This design comes from an exercise in tuning for small area on the open sky130 flow, not from production work.
The RTL was checked by simulation tests, not by an equivalence proof against the original design.
No activity file was given, so power comes from the tool's default toggle rates.

## oled_controller
module oled_controller(
    input  clock, reset, d_valid,
    input [6:0] sdin,
    output wire oled_spi_clk, oled_spi_data,
    output reg oled_dc_n, txDone,
    output wire oled_vdd, oled_vbat, oled_reset_n
);
Size in the first run: roughly 17 I/O pins, about 4400 um^2 of cells after synthesis.
==> module spi_controller, before the edit <==
module spi_controller(
    input  clock, reset, load_data,
    input [7:0] din,
    output msg_done,
    output reg spi_data,
    output spi_clk,
    output sd_fall,
    output [3:0] phase,
    input count_mode,
    output reg [7:0] shift_reg
);
reg [2:0] counter;
reg [3:0] step;
reg sd_clk;
assign sd_fall = (counter == 4) & sd_clk;
assign phase = {sd_clk, counter};
wire ce = (step >= 2) & (step <= 9);
assign msg_done = (step == 10);
assign spi_clk = ce ? sd_clk : 1'b1;
always @(posedge clock) begin
    if(reset) counter <= 0;
    else if(counter != 4) counter <= counter + 1;
    else counter <= 0;
end
always @(posedge clock) begin
    if(reset) sd_clk <= 0;
    else if(counter == 4) sd_clk <= ~sd_clk;
end
always @(posedge clock) begin
    if(reset) step <= 0;
    else if(sd_fall) begin
        if(step == 0) step <= load_data ? 4'd1 : 4'd0;
        else if(step == 10) step <= 0;
        else step <= step + 1;
    end
end
wire feedback = count_mode & ~(shift_reg[7] ^ shift_reg[5] ^ shift_reg[4] ^ shift_reg[3]);
always @(posedge clock) begin
    if((step == 0) & !count_mode) begin
        if(!sd_fall) shift_reg <= din;
    end
    else if(sd_fall) shift_reg <= {shift_reg[6:0], feedback};
end
always @(posedge clock) begin
    if(reset) spi_data <= 1'b1;
    else if(sd_fall & (step >= 1) & (step <= 8)) spi_data <= shift_reg[7];
end
endmodule
==> module oled_controller, before the edit <==
module oled_controller(
    input  clock, reset, d_valid,
    input [6:0] sdin,
    output wire oled_spi_clk, oled_spi_data,
    output reg oled_dc_n, txDone,
    output wire oled_vdd, oled_vbat, oled_reset_n
);
localparam  IDLE = 5'd0, D1 = 5'd1, INIT = 5'd2, D2 = 5'd3, RESET = 5'd4,
            D3 = 5'd5, CHRG_PUMP = 5'd6, CHRG_PUMP1 = 5'd7, PRE_CHRG = 5'd8,
            PRE_CHRG1 = 5'd9, VBAT_ON = 5'd10, D4 = 5'd11, CONTRAST = 5'd12,
            CONTRAST1 = 5'd13, SEG_REMAP = 5'd14, SCAN_DIR = 5'd15,
            COM_PIN = 5'd16, COM_PIN1 = 5'd17, DISPLAY_ON = 5'd18,
            PAGE_ADDR = 5'd19, PAGE_ADDR1 = 5'd20, PAGE_ADDR2 = 5'd21,
            COLUMN_ADDR = 5'd22, DONE = 5'd23, SEND_DATA = 5'd24;
reg [4:0] state;
reg [1:0] currPage;
reg spiLoadData, doneSeen;
reg [7:0] spiData;
wire [7:0] fontData;
wire [7:0] count;
wire [7:0] shiftReg;
wire sdFall;
wire [3:0] phase;
wire spiDone;
wire delayState = (state == D1) | (state == D2) | (state == D3) | (state == D4);
wire delayDone = (count == 8'd78) & (shiftReg == 8'h21) &
                 (((state == D1) | (state == D2)) ? (phase == 4'd3) :
                  (state == D3) ? (phase == 4'd10) : (phase == 4'd4));
wire lfsrWrap = sdFall & (shiftReg == 8'h80);
wire cmdState = ((state >= CHRG_PUMP) & (state <= PRE_CHRG1)) |
                ((state >= CONTRAST) & (state <= COLUMN_ADDR));
wire loadState = cmdState | (state == INIT) | (state == SEND_DATA);
wire byteSent = spiDone & !doneSeen;      
wire spiIdle = doneSeen & !spiDone;       
wire accept = (state == DONE) & d_valid & !txDone;
assign oled_vdd = (state == IDLE);
assign oled_vbat = (state <= VBAT_ON);
assign oled_reset_n = !((state == D2) | (state == RESET));
always @(*) begin
    case(state)
        INIT:        spiData = 8'hAE;
        CHRG_PUMP:   spiData = 8'h8D;
        CHRG_PUMP1:  spiData = 8'h14;
        PRE_CHRG:    spiData = 8'hD9;
        PRE_CHRG1:   spiData = 8'hF1;
        CONTRAST:    spiData = 8'h81;
        CONTRAST1:   spiData = 8'hFF;
        SEG_REMAP:   spiData = 8'hA0;
        SCAN_DIR:    spiData = 8'hC0;
        COM_PIN:     spiData = 8'hDA;
        COM_PIN1:    spiData = 8'h00;
        DISPLAY_ON:  spiData = 8'hAF;
        PAGE_ADDR:   spiData = 8'h22;
        PAGE_ADDR1:  spiData = {6'd0, currPage};
        PAGE_ADDR2:  spiData = {6'd0, currPage};
        COLUMN_ADDR: spiData = 8'h10;
        SEND_DATA:   spiData = fontData;
        default:     spiData = 8'h00;
    endcase
end
always @(posedge clock) doneSeen <= spiDone;
always @(posedge clock) begin
    if(reset) begin
        state <= IDLE; oled_dc_n <= 1'b1; spiLoadData <= 1'b0;
        currPage <= 0; txDone <= 0;
    end
    else begin
        spiLoadData <= loadState & !spiDone & !doneSeen;
        if((state == IDLE) | (state == PAGE_ADDR)) oled_dc_n <= 1'b0;
        if(state == SEND_DATA) oled_dc_n <= 1'b1;
        if(state == DONE) txDone <= 1'b0;
        if((state == SEND_DATA) & byteSent & (count[2:0] == 7)) txDone <= 1'b1;
        if((state == PAGE_ADDR1) & byteSent) currPage <= currPage + 1;
        case(state)
            DONE: begin
                if(accept) state <= count[7] ? PAGE_ADDR : SEND_DATA;
            end
            SEND_DATA: begin
                if(spiIdle & txDone) state <= DONE;
            end
            default: begin
                if((state == IDLE) | (state == RESET) | (state == VBAT_ON) |
                   (delayState & delayDone) | ((state == INIT) & spiDone) |
                   (cmdState & spiIdle))
                    state <= state + 1;
            end
        endcase
    end
end
delay_generator DG(
    .clock(clock),
    .clr(reset | (delayState & delayDone) | (accept & count[7])),
    .inc((delayState & lfsrWrap) | ((state == SEND_DATA) & byteSent)),
    .count(count)
);
spi_controller SC(
    .clock(clock), .reset(reset), .din(spiData),
    .load_data(spiLoadData), .msg_done(spiDone),
    .spi_clk(oled_spi_clk), .spi_data(oled_spi_data),
    .sd_fall(sdFall), .phase(phase),
    .count_mode(delayState), .shift_reg(shiftReg)
);
char_ROM CR(.addr(sdin), .col(count[2:0]), .data(fontData));
endmodule
==> flow/config.mk <==
export PLATFORM = sky130hd
export DESIGN_NAME = oled_controller
export DESIGN_NICKNAME = oled_controller
export VERILOG_FILES = /design/flow/design.v
export SDC_FILE = /design/flow/constraint.sdc
export NUM_CORES = 4
export LEC_CHECK = 0
export ABC_AREA = 1
export CAP_MARGIN = 20
export CORE_MARGIN = 2
export CORE_UTILIZATION = 30
export GPL_TIMING_DRIVEN = 0
export PLACE_DENSITY = 0.45
export SLEW_MARGIN = 20
export SYNTH_MEMORY_MAX_BITS = 16384
==> flow/constraint.sdc <==
create_clock -name core_clock -period 10.0 [get_ports {clock}]
set_input_delay 2.0000 -clock core_clock [delete_from_list [all_inputs] [get_ports {clock}]]
set_output_delay 2.0000 -clock core_clock [all_outputs]
set_load 0.01 [all_outputs]
standard.sh (not shown) runs the stock make flow with config.mk's settings and CLKGATE_MAP_FILE= SYNTH_SCRIPT=/design/flow/synth_recipe.tcl, a recipe that flattens the netlist after the stock synthesis.
==> flow/flow/run.sh <==
#!/bin/bash
# Standard synthesis, then the combinational logic re-mapped for area (the
# flip-flops are kept as the standard synthesis made them), proven equal to
# the standard netlist, then the standard layout from that netlist.
set -euo pipefail
R=orfs/results/$FLOW_PLATFORM/oled_controller/base
YOSYS=$(command -v yosys || echo "$FLOW_HOME/../tools/install/yosys/bin/yosys")
bash standard.sh synth > synth.log 2>&1
cp "$R/1_2_yosys.v" std_netlist.v
export REMAP_LIB="$FLOW_HOME/platforms/$FLOW_PLATFORM/lib/sky130_fd_sc_hd__tt_025C_1v80.lib"
export REMAP_IN=std_netlist.v REMAP_OUT=remap_netlist.v REMAP_ABC=flow/remap.abc
if "$YOSYS" -c flow/remap.tcl > remap.log 2>&1 && "$YOSYS" -c flow/equiv.tcl > equiv.log 2>&1; then
  cp remap_netlist.v "$R/1_2_yosys.v"
  rm -f "$R/1_synth.odb" "$R/1_synth.sdc"
  echo "using the re-mapped netlist"
else
  echo "re-mapping failed; using the standard netlist"
fi
# extra ORFS settings for the layout, one NAME=value per line
KNOBS=()
if [[ -f flow/knobs.txt ]]; then
  while IFS= read -r line; do
    [[ -z "$line" || "$line" == \#* ]] || KNOBS+=("$line")
  done < flow/knobs.txt
fi
bash standard.sh "${KNOBS[@]}" finish > layout.log 2>&1
Other scripts of this flow, unchanged in this note and not shown: flow/flow/equiv.tcl, flow/flow/knobs.txt, flow/flow/remap.abc, flow/flow/remap.tcl
Next try:
--- a/flow/design.v
+++ b/flow/design.v
@@ -955,27 +955,29 @@
 );
 reg [2:0] counter;
 reg [3:0] step;
 reg sd_clk;
-assign sd_fall = (counter == 4) & sd_clk;
+wire cnt_last = (counter == 3'b110);
+assign sd_fall = cnt_last & sd_clk;
 assign phase = {sd_clk, counter};
-wire ce = (step >= 2) & (step <= 9);
-assign msg_done = (step == 10);
+wire ce = step[3];
+assign msg_done = (step == 2);
 assign spi_clk = ce ? sd_clk : 1'b1;
 always @(posedge clock) begin
     if(reset) counter <= 0;
-    else if(counter != 4) counter <= counter + 1;
-    else counter <= 0;
+    else counter <= {counter[1] & counter[0], counter[0], ~counter[2]};
 end
 always @(posedge clock) begin
     if(reset) sd_clk <= 0;
-    else if(counter == 4) sd_clk <= ~sd_clk;
+    else if(cnt_last) sd_clk <= ~sd_clk;
 end
 always @(posedge clock) begin
     if(reset) step <= 0;
     else if(sd_fall) begin
         if(step == 0) step <= load_data ? 4'd1 : 4'd0;
-        else if(step == 10) step <= 0;
+        else if(step == 1) step <= 4'd8;
+        else if(step == 15) step <= 4'd2;
+        else if(step == 2) step <= 4'd0;
         else step <= step + 1;
     end
 end
 wire feedback = count_mode & ~(shift_reg[7] ^ shift_reg[5] ^ shift_reg[4] ^ shift_reg[3]);
@@ -986,9 +988,9 @@
     else if(sd_fall) shift_reg <= {shift_reg[6:0], feedback};
 end
 always @(posedge clock) begin
     if(reset) spi_data <= 1'b1;
-    else if(sd_fall & (step >= 1) & (step <= 8)) spi_data <= shift_reg[7];
+    else if(sd_fall & ((step == 1) | (step[3] & (step != 15)))) spi_data <= shift_reg[7];
 end
 endmodule
 module oled_controller(
     input  clock, reset, d_valid,
@@ -1015,10 +1017,10 @@
 wire [3:0] phase;
 wire spiDone;
 wire delayState = (state == D1) | (state == D2) | (state == D3) | (state == D4);
 wire delayDone = (count == 8'd78) & (shiftReg == 8'h21) &
-                 (((state == D1) | (state == D2)) ? (phase == 4'd3) :
-                  (state == D3) ? (phase == 4'd10) : (phase == 4'd4));
+                 (((state == D1) | (state == D2)) ? (phase == 4'b0111) :
+                  (state == D3) ? (phase == 4'b1011) : (phase == 4'b0110));
 wire lfsrWrap = sdFall & (shiftReg == 8'h80);
 wire cmdState = ((state >= CHRG_PUMP) & (state <= PRE_CHRG1)) |
                 ((state >= CONTRAST) & (state <= COLUMN_ADDR));
 wire loadState = cmdState | (state == INIT) | (state == SEND_DATA);
=> The new run finished with timing, DRC and antenna clean; first-iteration DRC count is higher by 18%; sequential share of layout area goes up by 0.13 points; routed wire length goes down by 7.1%; final area is lower by 0.75%; clock skew shrinks by 0.0070 ns; sequential power stays flat; combinational power decreases by about 4%; via count fell by 1.4%; power fell by 2.8%.

## re-timing with driven ports
In the flow no input, the clock included, has a driving cell. The finished layouts below were timed again as built, in two steps.
Step 1 (the two cells are an assumption about what drives the block):
set clk [get_ports {clock}]
set_driving_cell -lib_cell sky130_fd_sc_hd__clkbuf_16 $clk
set_driving_cell -lib_cell sky130_fd_sc_hd__buf_2 [delete_from_list [all_inputs] $clk]
Step 2 also shifts input and output timing later by t, the mid clock arrival at the registers, as if the neighbouring blocks saw the same clock.
Three values: ideal ports, drivers, drivers and shift; two values: the first two.
| run | shift t [ns] | setup slack, ns | clock arrival spread, ns | pins driven straight from the clock port |
|---|---|---|---|---|
| the first run | 0.337 | 2.161 / 2.165 / 1.828 | 0.020 / 0.020 | 1 |
| the second run | 0.322 | 2.332 / 2.337 / 2.015 | 0.013 / 0.012 | 1 |
After both steps setup and hold are still met in every run listed. For the first run, which loses most, drivers alone change the setup slack by +0.004 ns; drivers and shift together by -0.333 ns.
